This design comes from an exercise in tuning for a short achievable clock period and few clock cycles on the open sky130 flow, not from production work.
Function was checked by simulation only, so behaviour that the tests miss may differ from the original.
Power is estimated from default activity; no workload was simulated.

==> build 24 <==
==> flow/design.v <==
 module rv_top
    #(parameter
        DPWIDTH = 32,
        RFSIZE  = 32
    )
 (
     output logic [DPWIDTH-1:0] imem_addr,
     output logic [DPWIDTH-1:0] dmem_addr,
     output logic [DPWIDTH-1:0] dmem_dataout,
     output logic memrw,
     input logic [DPWIDTH-1:0] dmem_datain,
     input logic [DPWIDTH-1:0] imem_datain,
     input logic clk,
     input logic rst
 );
 logic [31:0] fa;                  
 logic        f1_v;
 logic [31:0] f1_pc;
 logic        d_v;
 logic [31:0] d_pc, d_tgt, d_imm;
 logic [4:0]  d_rs1, d_rs2, d_rd;
 logic        d_use1, d_use2, d_wr, d_ld, d_st, d_cond, d_jal, d_bimm;
 logic [9:0]  d_op;                
 logic        e_v;
 logic [31:0] e_a, e_b, e_s, e_tgt;
 logic        e_fa_m, e_fa_w, e_fb_m, e_fb_w, e_fs_m, e_fs_w;
 logic [4:0]  e_rd;
 logic        e_wr, e_ld, e_st, e_cond;
 logic [9:0]  e_op;
 logic [31:0] m_res, m_sd;
 logic [4:0]  m_rd;
 logic        m_wr, m_ld, m_st;
 logic [31:0] w_res;
 logic [4:0]  w_rd;
 logic        w_wr, w_ld;
 localparam OP_ADD = 0, OP_SUB = 1, OP_SLL = 2, OP_SLT = 3, OP_SLTU = 4,
            OP_XOR = 5, OP_SRL = 6, OP_OR = 7, OP_AND = 8, OP_INV = 9;
 logic        red_e, red_d, take_f;
 logic [31:0] tgt_f;
 logic [31:0] fi;
 assign fi = imem_datain;
 logic f_jal, f_beq, f_same, f_r, f_addi, f_lw, f_sw;
 assign f_jal  = (fi[6:0] == 7'b1101111);
 assign f_beq  = (fi[6:0] == 7'b1100011) && (fi[14:12] == 3'b000);
 assign f_r    = (fi[6:0] == 7'b0110011);
 assign f_addi = (fi[6:0] == 7'b0010011) && (fi[14:12] == 3'b000);
 assign f_lw   = (fi[6:0] == 7'b0000011) && (fi[14:12] == 3'b010);
 assign f_sw   = (fi[6:0] == 7'b0100011) && (fi[14:12] == 3'b010);
 assign f_same = (fi[19:15] == fi[24:20]);
 logic [31:0] immb;
 assign immb = {{20{fi[31]}}, fi[7], fi[30:25], fi[11:8], 1'b0};
 logic [13:0] tlo;
 logic [18:0] phi, phi_p1, phi_m1;
 assign tlo    = {1'b0, f1_pc[12:0]} + {1'b0, immb[12:0]};
 assign phi    = f1_pc[31:13];
 assign phi_p1 = phi + 19'd1;
 assign phi_m1 = phi - 19'd1;
 always_comb begin
     tgt_f[12:0] = tlo[12:0];
     case ({fi[31], tlo[13]})
         2'b00: tgt_f[31:13] = phi;
         2'b01: tgt_f[31:13] = phi_p1;
         2'b10: tgt_f[31:13] = phi_m1;
         2'b11: tgt_f[31:13] = phi;
     endcase
 end
 assign take_f = f1_v && (f_jal || (f_beq && f_same));
 logic [9:0] f_op;
 always_comb begin
     f_op = '0;
     if (f_r) begin
         case ({fi[14:12], fi[30]})
             4'b0001: f_op[OP_SUB]  = 1'b1;
             4'b0010: f_op[OP_SLL]  = 1'b1;
             4'b0100: f_op[OP_SLT]  = 1'b1;
             4'b0110: f_op[OP_SLTU] = 1'b1;
             4'b1000: f_op[OP_XOR]  = 1'b1;
             4'b1010: f_op[OP_SRL]  = 1'b1;
             4'b1011: f_op[OP_SRL]  = 1'b1;
             4'b1100: f_op[OP_OR]   = 1'b1;
             4'b1110: f_op[OP_AND]  = 1'b1;
             default: f_op[OP_ADD]  = 1'b1;
         endcase
     end
     else if (f_addi)
         f_op[OP_INV] = 1'b1;
     else
         f_op[OP_ADD] = 1'b1;
 end
 logic [31:0] f_imm;
 always_comb
     if (f_jal)      f_imm = 32'd4;
     else if (f_sw)  f_imm = {{21{fi[31]}}, fi[30:25], fi[11:7]};
     else            f_imm = {{21{fi[31]}}, fi[30:20]};
 always_ff @(posedge clk or posedge rst)
     if (rst) begin
         fa   <= 0;
         f1_v <= 1'b0;
     end
     else begin
         if (red_e)       fa <= e_tgt;
         else if (red_d)  fa <= d_pc;
         else if (take_f) fa <= tgt_f;
         else             fa <= fa + 32'd4;
         f1_v <= !(red_e || red_d || take_f);
     end
 always_ff @(posedge clk)
     f1_pc <= fa;
 assign imem_addr = fa;
 always_ff @(posedge clk or posedge rst)
     if (rst) d_v <= 1'b0;
     else     d_v <= f1_v && !red_e && !red_d;
 always_ff @(posedge clk) begin
     d_pc   <= f1_pc;
     d_tgt  <= tgt_f;
     d_imm  <= f_imm;
     d_rs1  <= fi[19:15];
     d_rs2  <= fi[24:20];
     d_rd   <= fi[11:7];
     d_use1 <= (f_r || f_addi || f_lw || f_sw || f_beq) && (fi[19:15] != 5'd0);
     d_use2 <= (f_r || f_sw || f_beq) && (fi[24:20] != 5'd0);
     d_wr   <= (f_r || f_addi || f_lw || f_jal) && (fi[11:7] != 5'd0);
     d_ld   <= f_lw;
     d_st   <= f_sw;
     d_cond <= f_beq && !f_same;
     d_jal  <= f_jal;
     d_bimm <= !(f_r || f_beq);
     d_op   <= f_op;
 end
 logic [31:0] rf [1:31];
 logic [31:0] wd;
 assign wd = w_ld ? dmem_datain : w_res;
 always_ff @(posedge clk)
     if (w_wr)
         rf[w_rd] <= wd;
 logic [31:0] r1, r2;
 always_comb begin
     if (d_rs1 == 5'd0)                 r1 = 32'd0;
     else if (w_wr && w_rd == d_rs1)    r1 = wd;
     else                               r1 = rf[d_rs1];
     if (d_rs2 == 5'd0)                 r2 = 32'd0;
     else if (w_wr && w_rd == d_rs2)    r2 = wd;
     else                               r2 = rf[d_rs2];
 end
 logic m1e, m2e, m1m, m2m;
 assign m1e = d_use1 && e_v && e_wr && (e_rd == d_rs1);
 assign m2e = d_use2 && e_v && e_wr && (e_rd == d_rs2);
 assign m1m = d_use1 && m_wr && (m_rd == d_rs1);
 assign m2m = d_use2 && m_wr && (m_rd == d_rs2);
 assign red_d = d_v && ((m1e && e_ld) || (m2e && e_ld) || (m1m && m_ld) || (m2m && m_ld));
 always_ff @(posedge clk or posedge rst)
     if (rst) e_v <= 1'b0;
     else     e_v <= d_v && !red_e && !red_d;
 always_ff @(posedge clk) begin
     e_a    <= d_jal ? d_pc : r1;
     e_b    <= d_bimm ? d_imm : r2;
     e_s    <= r2;
     e_tgt  <= d_tgt;
     e_fa_m <= m1e;
     e_fa_w <= m1m && !m1e;
     e_fb_m <= m2e && !d_bimm;
     e_fb_w <= m2m && !m2e && !d_bimm;
     e_fs_m <= m2e;
     e_fs_w <= m2m && !m2e;
     e_rd   <= d_rd;
     e_wr   <= d_wr;
     e_ld   <= d_ld;
     e_st   <= d_st;
     e_cond <= d_cond;
     e_op   <= d_op;
 end
 logic [31:0] a, b, s;
 always_comb begin
     a = e_fa_m ? m_res : e_fa_w ? w_res : e_a;
     b = e_fb_m ? m_res : e_fb_w ? w_res : e_b;
     s = e_fs_m ? m_res : e_fs_w ? w_res : e_s;
 end
 logic [31:0] sum, dif, shl, shr, res;
 logic        lts, ltu, big;
 assign sum = a + b;
 assign dif = a - b;
 logic        lt31;
 assign lt31 = a[30:0] < b[30:0];
 assign lts = (a[31] ^ b[31]) ? a[31] : lt31;
 assign ltu = (a[31] ^ b[31]) ? b[31] : lt31;
 assign big = |b[31:5];
 assign shl = big ? 32'd0 : (a << b[4:0]);
 assign shr = big ? 32'd0 : (a >> b[4:0]);
 always_comb
     res = ({32{e_op[OP_ADD]}}  & sum)
         | ({32{e_op[OP_INV]}}  & ~sum)
         | ({32{e_op[OP_SUB]}}  & dif)
         | ({32{e_op[OP_SLL]}}  & shl)
         | ({32{e_op[OP_SRL]}}  & shr)
         | ({32{e_op[OP_SLT]}}  & {31'd0, lts})
         | ({32{e_op[OP_SLTU]}} & {31'd0, ltu})
         | ({32{e_op[OP_XOR]}}  & (a ^ b))
         | ({32{e_op[OP_OR]}}   & (a | b))
         | ({32{e_op[OP_AND]}}  & (a & b));
 assign red_e = e_v && e_cond && (a == s);
 always_ff @(posedge clk or posedge rst)
     if (rst) begin
         m_wr <= 1'b0;
         m_st <= 1'b0;
         m_ld <= 1'b0;
     end
     else begin
         m_wr <= e_v && e_wr;
         m_st <= e_v && e_st;
         m_ld <= e_v && e_ld;
     end
 always_ff @(posedge clk) begin
     m_res <= res;
     m_sd  <= s;
     m_rd  <= e_rd;
 end
 assign dmem_addr    = m_res;
 assign dmem_dataout = m_sd;
 assign memrw        = m_st;
 always_ff @(posedge clk or posedge rst)
     if (rst) begin
         w_wr <= 1'b0;
         w_ld <= 1'b0;
     end
     else begin
         w_wr <= m_wr;
         w_ld <= m_ld;
     end
 always_ff @(posedge clk) begin
     w_res <= m_res;
     w_rd  <= m_rd;
 end
 endmodule
==> flow/run.sh <==
#!/bin/bash
# synth_recipe.tcl (not shown) runs the flow's synth.tcl, then flattens the netlist and writes it again
# the make line also repeats each setting of config.mk as NAME=value (left out here)
make -C /OpenROAD-flow-scripts/flow DESIGN_CONFIG=/design/flow/config.mk WORK_HOME=/design/flow/orfs CLKGATE_MAP_FILE= SYNTH_SCRIPT=/design/flow/synth_recipe.tcl finish
==> flow/config.mk <==
export PLATFORM = sky130hd
export DESIGN_NAME = rv_top
export DESIGN_NICKNAME = rv_top
export VERILOG_FILES = /design/flow/design.v
export SDC_FILE = /design/flow/constraint.sdc
export NUM_CORES = 4
export LEC_CHECK = 0
export ABC_CLOCK_PERIOD_IN_PS = 3000
export CAP_MARGIN = 20
export CORE_MARGIN = 2
export CORE_UTILIZATION = 40
export PLACE_DENSITY = 0.6
export SETUP_SLACK_MARGIN = 5
export SLEW_MARGIN = 20
==> flow/constraint.sdc <==
create_clock -name core_clock -period 11.0 [get_ports {clk}]
set_input_delay 2.2000 -clock core_clock [delete_from_list [all_inputs] [get_ports {clk}]]
set_output_delay 2.2000 -clock core_clock [all_outputs]
set_load 0.01 [all_outputs]
==> build 67: changes against build 24 <==
==> flow/config.mk (replaced) <==
export PLATFORM = sky130hd
export DESIGN_NAME = rv_top
export DESIGN_NICKNAME = rv_top
export VERILOG_FILES = /design/flow/design.v
export SDC_FILE = /design/flow/constraint.sdc
export NUM_CORES = 4
export LEC_CHECK = 0
export CAP_MARGIN = 20
export CORE_MARGIN = 2
export CORE_UTILIZATION = 40
export PLACE_DENSITY = 0.6
export SLEW_MARGIN = 20
==> trial 94: changes against build 24 <==
--- a/flow/design.v
+++ b/flow/design.v
@@ -23,7 +23,7 @@
  logic [9:0]  d_op;                
  logic        e_v;
  logic [31:0] e_a, e_b, e_s, e_tgt;
- logic        e_fa_m, e_fa_w, e_fb_m, e_fb_w, e_fs_m, e_fs_w;
+ logic        e_su, e_sum;
  logic [4:0]  e_rd;
  logic        e_wr, e_ld, e_st, e_cond;
  logic [9:0]  e_op;
@@ -49,19 +49,16 @@
  assign f_same = (fi[19:15] == fi[24:20]);
  logic [31:0] immb;
  assign immb = {{20{fi[31]}}, fi[7], fi[30:25], fi[11:8], 1'b0};
- logic [13:0] tlo;
- logic [18:0] phi, phi_p1, phi_m1;
- assign tlo    = {1'b0, f1_pc[12:0]} + {1'b0, immb[12:0]};
- assign phi    = f1_pc[31:13];
- assign phi_p1 = phi + 19'd1;
- assign phi_m1 = phi - 19'd1;
- always_comb begin
-     tgt_f[12:0] = tlo[12:0];
-     case ({fi[31], tlo[13]})
-         2'b00: tgt_f[31:13] = phi;
-         2'b01: tgt_f[31:13] = phi_p1;
-         2'b10: tgt_f[31:13] = phi_m1;
-         2'b11: tgt_f[31:13] = phi;
+ logic [12:0] tlo;
+ logic [19:0] f1_hip, f1_him;
+ assign tlo = {1'b0, f1_pc[11:0]} + {1'b0, immb[11:0]};
+ always_comb begin
+     tgt_f[11:0] = tlo[11:0];
+     case ({fi[31], tlo[12]})
+         2'b00: tgt_f[31:12] = f1_pc[31:12];
+         2'b01: tgt_f[31:12] = f1_hip;
+         2'b10: tgt_f[31:12] = f1_him;
+         2'b11: tgt_f[31:12] = f1_pc[31:12];
      endcase
  end
  assign take_f = f1_v && (f_jal || (f_beq && f_same));
@@ -104,8 +101,11 @@
          else             fa <= fa + 32'd4;
          f1_v <= !(red_e || red_d || take_f);
      end
- always_ff @(posedge clk)
-     f1_pc <= fa;
+ always_ff @(posedge clk) begin
+     f1_pc  <= fa;
+     f1_hip <= fa[31:12] + 20'd1;
+     f1_him <= fa[31:12] - 20'd1;
+ end
  assign imem_addr = fa;
  always_ff @(posedge clk or posedge rst)
      if (rst) d_v <= 1'b0;
@@ -148,48 +148,45 @@
  assign m1m = d_use1 && m_wr && (m_rd == d_rs1);
  assign m2m = d_use2 && m_wr && (m_rd == d_rs2);
  assign red_d = d_v && ((m1e && e_ld) || (m2e && e_ld) || (m1m && m_ld) || (m2m && m_ld));
+ logic [31:0] res;
+ logic [31:0] oa_early, ob_early, os_early;
+ always_comb begin
+     oa_early = d_jal ? d_pc : (m1m ? m_res : r1);
+     os_early = m2m ? m_res : r2;
+     ob_early = d_bimm ? d_imm : os_early;
+ end
  always_ff @(posedge clk or posedge rst)
      if (rst) e_v <= 1'b0;
      else     e_v <= d_v && !red_e && !red_d;
  always_ff @(posedge clk) begin
-     e_a    <= d_jal ? d_pc : r1;
-     e_b    <= d_bimm ? d_imm : r2;
-     e_s    <= r2;
+     e_a    <= m1e ? res : oa_early;
+     e_b    <= (m2e && !d_bimm) ? res : ob_early;
+     e_s    <= m2e ? res : os_early;
      e_tgt  <= d_tgt;
-     e_fa_m <= m1e;
-     e_fa_w <= m1m && !m1e;
-     e_fb_m <= m2e && !d_bimm;
-     e_fb_w <= m2m && !m2e && !d_bimm;
-     e_fs_m <= m2e;
-     e_fs_w <= m2m && !m2e;
      e_rd   <= d_rd;
      e_wr   <= d_wr;
      e_ld   <= d_ld;
      e_st   <= d_st;
      e_cond <= d_cond;
      e_op   <= d_op;
+     e_su   <= d_op[OP_SUB] || d_op[OP_SLT] || d_op[OP_SLTU];
+     e_sum  <= d_op[OP_ADD] || d_op[OP_SUB];
  end
  logic [31:0] a, b, s;
- always_comb begin
-     a = e_fa_m ? m_res : e_fa_w ? w_res : e_a;
-     b = e_fb_m ? m_res : e_fb_w ? w_res : e_b;
-     s = e_fs_m ? m_res : e_fs_w ? w_res : e_s;
- end
- logic [31:0] sum, dif, shl, shr, res;
- logic        lts, ltu, big;
- assign sum = a + b;
- assign dif = a - b;
- logic        lt31;
- assign lt31 = a[30:0] < b[30:0];
- assign lts = (a[31] ^ b[31]) ? a[31] : lt31;
- assign ltu = (a[31] ^ b[31]) ? b[31] : lt31;
+ assign a = e_a;
+ assign b = e_b;
+ assign s = e_s;
+ logic [31:0] sum, shl, shr;
+ logic        cout, lts, ltu, big;
+ ks_add32 adder (.a(a), .b(b ^ {32{e_su}}), .cin(e_su), .s(sum), .cout(cout));
+ assign ltu = !cout;
+ assign lts = (a[31] ^ b[31]) ? a[31] : sum[31];
  assign big = |b[31:5];
  assign shl = big ? 32'd0 : (a << b[4:0]);
  assign shr = big ? 32'd0 : (a >> b[4:0]);
  always_comb
-     res = ({32{e_op[OP_ADD]}}  & sum)
+     res = ({32{e_sum}}         & sum)
          | ({32{e_op[OP_INV]}}  & ~sum)
-         | ({32{e_op[OP_SUB]}}  & dif)
          | ({32{e_op[OP_SLL]}}  & shl)
          | ({32{e_op[OP_SRL]}}  & shr)
          | ({32{e_op[OP_SLT]}}  & {31'd0, lts})
@@ -231,3 +228,45 @@
      w_rd  <= m_rd;
  end
  endmodule
+ module ks_add32
+ (
+     input  logic [31:0] a,
+     input  logic [31:0] b,
+     input  logic        cin,
+     output logic [31:0] s,
+     output logic        cout
+ );
+ logic [32:0] g0, p0, g1, p1, g2, p2, g3, p3, g4, p4, g5;
+ assign g0 = {a & b, cin};
+ assign p0 = {a ^ b, 1'b0};
+ always_comb begin
+     for (int i = 0; i < 33; i++) begin
+         g1[i] = (i >= 1)  ? (g0[i] | (p0[i] & g0[i-1]))  : g0[i];
+         p1[i] = (i >= 1)  ? (p0[i] & p0[i-1])            : p0[i];
+     end
+ end
+ always_comb begin
+     for (int i = 0; i < 33; i++) begin
+         g2[i] = (i >= 2)  ? (g1[i] | (p1[i] & g1[i-2]))  : g1[i];
+         p2[i] = (i >= 2)  ? (p1[i] & p1[i-2])            : p1[i];
+     end
+ end
+ always_comb begin
+     for (int i = 0; i < 33; i++) begin
+         g3[i] = (i >= 4)  ? (g2[i] | (p2[i] & g2[i-4]))  : g2[i];
+         p3[i] = (i >= 4)  ? (p2[i] & p2[i-4])            : p2[i];
+     end
+ end
+ always_comb begin
+     for (int i = 0; i < 33; i++) begin
+         g4[i] = (i >= 8)  ? (g3[i] | (p3[i] & g3[i-8]))  : g3[i];
+         p4[i] = (i >= 8)  ? (p3[i] & p3[i-8])            : p3[i];
+     end
+ end
+ always_comb begin
+     for (int i = 0; i < 33; i++)
+         g5[i] = (i >= 16) ? (g4[i] | (p4[i] & g4[i-16])) : g4[i];
+ end
+ assign s    = p0[32:1] ^ g5[31:0];
+ assign cout = g5[32] | (p4[32] & p4[16] & g0[0]);
+ endmodule
==> flow/flow/run.sh (new file) <==
#!/bin/bash
export SETUP_SLACK_MARGIN=${MY_SETUP_MARGIN:-7.5}
bash standard.sh > standard.log 2>&1
==> flow/standard.sh (new file) <==
#!/bin/bash
# synth_recipe.tcl (not shown) runs the flow's synth.tcl, then flattens the netlist and writes it again
# the make line also repeats each setting of config.mk as NAME=value (left out here)
make -C /OpenROAD-flow-scripts/flow DESIGN_CONFIG=/design/flow/config.mk WORK_HOME=/design/flow/orfs CLKGATE_MAP_FILE= SYNTH_SCRIPT=/design/flow/synth_recipe.tcl "${@:-finish}"
==> flow/config.mk (replaced) <==
export PLATFORM = sky130hd
export DESIGN_NAME = rv_top
export DESIGN_NICKNAME = rv_top
export VERILOG_FILES = /design/flow/design.v
export SDC_FILE = /design/flow/constraint.sdc
export NUM_CORES = 4
export LEC_CHECK = 0
export CAP_MARGIN = 20
export CORE_MARGIN = 2
export CORE_UTILIZATION = 40
export PLACE_DENSITY = 0.6
export SLEW_MARGIN = 20
removed: flow/run.sh
==> comparison <==
In build 24 the worst hold slack is higher than in trial 94, by 0.0026 ns. Global-route usage, highest first: trial 94, build 24, build 67. Between trial 94 and build 24, the lower area after synthesis is in trial 94 (gap about 1.2%, measured against build 24). Sequential cell count: build 67 is lower than trial 94 (33). In trial 94 the synthesized cell count is smaller than in build 24, by about 10%. Cell count, lowest first: trial 94, build 67, build 24. Total power: build 24 is higher than build 67 (about 0.6%). Between trial 94 and build 67, the lower via count is in trial 94 (gap 3.8%, measured against build 67). Against build 24, the die area of trial 94 is smaller by about 1.2%. Design area: trial 94 is higher than build 67 (about 4%).
==> figures <==
                                                             trial 94    build 24    build 67
Result of the run                            timing/DRC/antenna clean  timing/DRC/antenna clean  timing/DRC/antenna clean
Stages on the worst setup path                                     16          24          24
Distinct cells, synth                                              91          88          88
Area share of fa/ha/maj cells after synthesis                   2.14%       2.15%       2.15%
Share of the final layout cell area in multi-input gates        36.8%       38.3%       38.2%
Destination of the critical timing path                        fa[31]      fa[23]      fa[31]
Final layout net count                                           5270        5610        5586
Tightest hold margin                                         0.322 ns    0.325 ns    0.317 ns
Maximum vdd drop                                             0.179 mV    0.155 mV    0.137 mV
Routed length on met1                                        93300 um   100000 um   102000 um
Via count of the first global-routing pass                      46956       49014       48248
Proportion of synthesized area in mux cells                     23.0%       22.4%       22.4%
Total GRT Usage                                                 27.6%       27.3%       27.2%
Met1 track demand over resource                                 34.6%       36.6%       37.4%
Worst Hold Path EP                                          e_tgt[26]        e_st     e_op[9]
Area share of and/or/nand/nor cells after synthesis             5.57%       6.29%       6.29%
Antenna Cells                                                       5           2           4
Clock insertion delay at the later pin of the skew report     0.80 ns     0.82 ns     0.81 ns
Final wirelength                                            255000 um   252000 um   253000 um
DIE WIDTH                                                      424 um      427 um      427 um
Layout Utilization                                              47.6%       45.6%       45.3%
Post-Syn Area                                              0.0707 mm2  0.0715 mm2  0.0715 mm2
Testbench counts of build 24, summed over its fixed seeds: cycles 47,231.
Testbench counts of build 67, summed over its fixed seeds: cycles 47,231.
Testbench counts of trial 94, summed over its fixed seeds: cycles 47,231.

==> afterwards: timing with drivers on the ports <==
The results above use ideal ports. As a check the final layouts listed here were re-extracted and re-timed, cells and wires unchanged. Step 1, drivers: a clkbuf_16 drives clk and a buf_2 each remaining input, both assumed. Step 2 times the ports against the registers' clock, not the clock port: input delays grow and output delays shrink by t, the midpoint of the rising clock arrivals with the driver on. Three values: ideal ports, drivers, drivers and shift; two values: the first two.
run	t (ns)	setup WS [ns]	worst data-port slew with drivers (ns)	cell pins on the clock port's net
build 24	0.887	5.074 / 5.120 / 4.233	0.09	1
build 67	0.878	3.069 / 3.133 / 2.255	0.10	1
trial 94	0.881	6.804 / 6.843 / 5.962	0.11	1
After both steps setup and hold are still met in every run listed. The setup slack of trial 94, which loses most, moves by +0.039 ns with the drivers and by -0.842 ns with both steps.
